This is an optimization exercise on Yosys and OpenROAD, whose aim is small area, a short achievable clock period and few clock cycles per item, not a production implementation. The RTL was checked by simulation tests, not by an equivalence proof against the original design.

==> job 1379: inputs <==
## mmult
module mmult(
  input  clk,                  
  input  reset_n,              
  input  enable,               
  input  [0:9*8-1] A_mat,      
  input  [0:9*8-1] B_mat,      
  output valid,                
  output reg [0:9*17-1] C_mat  
);
reg [1:0] row;    
reg       done;
wire busy = enable & ~done;
always @(posedge clk or negedge reset_n)
begin
    if (!reset_n) begin
        row  <= 2'd0;
        done <= 1'b0;
    end else if (busy) begin
        row  <= row + 2'd1;
        if (row == 2'd2) done <= 1'b1;
    end
end
wire [0:23] a_row = (row == 2'd0) ? A_mat[0:23] :
                    (row == 2'd1) ? A_mat[24:47] : A_mat[48:71];
wire [7:0] a0 = a_row[0:7];
wire [7:0] b00 = B_mat[0:7];
wire [7:0] b01 = B_mat[8:15];
wire [7:0] b02 = B_mat[16:23];
wire [7:0] a1 = a_row[8:15];
wire [7:0] b10 = B_mat[24:31];
wire [7:0] b11 = B_mat[32:39];
wire [7:0] b12 = B_mat[40:47];
wire [7:0] a2 = a_row[16:23];
wire [7:0] b20 = B_mat[48:55];
wire [7:0] b21 = B_mat[56:63];
wire [7:0] b22 = B_mat[64:71];
wire n0_0_0_0 = ~(a0[0] & b00[0]);
wire n0_0_0_1 = ~(a0[0] & b00[1]);
wire n0_0_0_2 = ~(a0[0] & b00[2]);
wire n0_0_0_3 = ~(a0[0] & b00[3]);
wire n0_0_0_4 = ~(a0[0] & b00[4]);
wire n0_0_0_5 = ~(a0[0] & b00[5]);
wire n0_0_0_6 = ~(a0[0] & b00[6]);
wire n0_0_0_7 = ~(a0[0] & b00[7]);
wire n0_0_1_0 = ~(a0[1] & b00[0]);
wire n0_0_1_1 = ~(a0[1] & b00[1]);
wire n0_0_1_2 = ~(a0[1] & b00[2]);
wire n0_0_1_3 = ~(a0[1] & b00[3]);
wire n0_0_1_4 = ~(a0[1] & b00[4]);
wire n0_0_1_5 = ~(a0[1] & b00[5]);
wire n0_0_1_6 = ~(a0[1] & b00[6]);
wire n0_0_1_7 = ~(a0[1] & b00[7]);
wire n0_0_2_0 = ~(a0[2] & b00[0]);
wire n0_0_2_1 = ~(a0[2] & b00[1]);
wire n0_0_2_2 = ~(a0[2] & b00[2]);
wire n0_0_2_3 = ~(a0[2] & b00[3]);
  ...
==> flow/config.mk <==
export PLATFORM = sky130hd
export DESIGN_NAME = mmult
export DESIGN_NICKNAME = mmult
export VERILOG_FILES = /design/flow/design.v
export SDC_FILE = /design/flow/constraint.sdc
export NUM_CORES = 4
export LEC_CHECK = 0
export CAP_MARGIN = 5
export CORE_MARGIN = 2
export CORE_UTILIZATION = 55
export PLACE_DENSITY = 0.7
export SLEW_MARGIN = 5
export SYNTH_HIERARCHICAL = 1
export SYNTH_MINIMUM_KEEP_SIZE = 0
==> flow/constraint.sdc <==
create_clock -name core_clock -period 90.0 [get_ports {clk}]
set_input_delay 18.0000 -clock core_clock [delete_from_list [all_inputs] [get_ports {clk}]]
set_output_delay 18.0000 -clock core_clock [all_outputs]
set_load 0.01 [all_outputs]
standard.sh (not shown) runs the stock make flow with config.mk's settings and CLKGATE_MAP_FILE= SYNTH_SCRIPT=/design/flow/synth_recipe.tcl, a recipe that flattens the netlist after the stock synthesis.
==> flow/flow/run.sh <==
#!/bin/bash
# The standard layout, with the smallest buffer on each port.
set -euo pipefail
bash standard.sh BUFFER_PORTS_ARGS="-buffer_cell sky130_fd_sc_hd__buf_1" finish > standard.log 2>&1
==> job 2673 (differences from job 1379) <==
==> flow/flow/run.sh (replaced) <==
#!/bin/bash
# The standard layout, with the smallest buffer on each port and a clock tree
# without dummy loads.
set -euo pipefail
bash standard.sh BUFFER_PORTS_ARGS="-buffer_cell sky130_fd_sc_hd__buf_1" \
  CTS_ARGS="-sink_clustering_enable -repair_clock_nets -dont_use_dummy_load -buf_list sky130_fd_sc_hd__clkbuf_8" \
  finish > standard.log 2>&1
- CORE_UTILIZATION: 55 -> 70
- PLACE_DENSITY: 0.7 -> 0.85
==> job 8678 (differences from job 1379) <==
==> flow/flow/run.sh (replaced) <==
#!/bin/bash
# The standard layout, with the smallest buffer on each port, a clock tree
# without dummy loads, and timing repair that aims for 66 ns of setup slack
# (a period near 24 ns) instead of stopping at any positive slack.
set -euo pipefail
bash standard.sh BUFFER_PORTS_ARGS="-buffer_cell sky130_fd_sc_hd__buf_1" \
  CTS_ARGS="-sink_clustering_enable -repair_clock_nets -dont_use_dummy_load -buf_list sky130_fd_sc_hd__clkbuf_8" \
  SETUP_SLACK_MARGIN=66 \
  finish > standard.log 2>&1
==> job 2834 (differences from job 1379) <==
==> flow/flow/run.sh (replaced) <==
#!/bin/bash
# The standard layout, with the smallest buffer on each port, a clock tree
# without dummy loads, and timing repair that aims for 67 ns of setup slack
# (a period near 23 ns) instead of stopping at any positive slack.
set -euo pipefail
bash standard.sh BUFFER_PORTS_ARGS="-buffer_cell sky130_fd_sc_hd__buf_1" \
  CTS_ARGS="-sink_clustering_enable -repair_clock_nets -dont_use_dummy_load -buf_list sky130_fd_sc_hd__clkbuf_8" \
  SETUP_SLACK_MARGIN=67 \
  finish > standard.log 2>&1
==> comparison table <==
                                                                       job 1379    job 2834    job 2673    job 8678
Global Route met3 Usage                                                   6.04%       5.33%       9.18%       5.91%
Average detailed-routed wire length per instance                        21.8 µm     23.1 µm     22.5 µm     21.9 µm
Final Instance Area                                                  0.0214 mm²  0.0223 mm²  0.0210 mm²  0.0211 mm²
Min Clock Period, post-route                                           23830 ps    23120 ps    23780 ps    23680 ps
Grt met2 use                                                              48.3%       51.5%       60.4%       48.0%
Unrepaired setup endpoints after global routing                           false        true       false       false
Result of the run                                      timing/DRC/antenna clean  timing/DRC/antenna clean  timing/DRC/antenna clean  timing/DRC/antenna clean
Layout clock buffer count                                                    19          17          17          17
Clock distribution area overhead in the final layout                      2.56%       1.05%       1.12%       1.11%
Share of the clock period used by the worst path                          26.5%       25.7%       26.4%       26.3%
Signed area change from the synthesized netlist to the final layout       9.59%       14.5%       7.52%       8.04%
Final Routed Wirelength                                                51000 µm    54200 µm    50500 µm    50800 µm
Number of non-clock buffers in the layout                                   328         357         329         328
Half-perimeter wire length of the detailed placement result            39900 µm    40500 µm    39100 µm    39900 µm
Worst-Margin Slew                                                       1090 ps     1160 ps      755 ps     1090 ps
Met3 WL                                                                 4510 µm     5030 µm     5970 µm     4790 µm
Worst hold slack after final layout                                      520 ps      505 ps      518 ps      520 ps
Beginning of the critical path                                        A_mat[39]   A_mat[43]   A_mat[38]   A_mat[39]
Testbench counts of job 1379, summed over its fixed seeds: cycles 1,600, mults 320.
Testbench counts of job 2673, summed over its fixed seeds: cycles 1,600, mults 320.
Testbench counts of job 8678, summed over its fixed seeds: cycles 1,600, mults 320.
Testbench counts of job 2834, summed over its fixed seeds: cycles 1,600, mults 320.

[what the ideal ports hide]
How much do the figures lean on ideal ports? The routed layouts below were timed once more, with nothing changed but the port constraints. Step 1 (the two cells are an assumption about what drives the block):
set clk [get_ports {clk}]
set_driving_cell -lib_cell sky130_fd_sc_hd__clkbuf_16 $clk
set_driving_cell -lib_cell sky130_fd_sc_hd__buf_2 [delete_from_list [all_inputs] $clk]
Step 2 also shifts input and output timing later by t, the mid clock arrival at the registers, as if the neighbouring blocks saw the same clock. a / b / c = no drivers / after step 1 / after step 2; a / b = the first two.
run	t, ns	slack for setup (ns)	latest minus earliest clock arrival (ns)	slew at the worst register clock pin (ns)
job 1379	0.494	66.166 / 66.194 / 65.700	0.015 / 0.015	0.07 / 0.07
job 2673	0.510	66.218 / 66.245 / 65.735	0.024 / 0.024	0.09 / 0.09
job 8678	0.522	66.321 / 66.345 / 65.823	0.029 / 0.029	0.09 / 0.09
job 2834	0.516	66.878 / 66.847 / 66.331	0.033 / 0.033	0.09 / 0.09
After both steps setup and hold are still met in every run listed. For job 2834, which loses most, drivers alone change the setup slack by -0.031 ns; drivers and shift together by -0.547 ns.
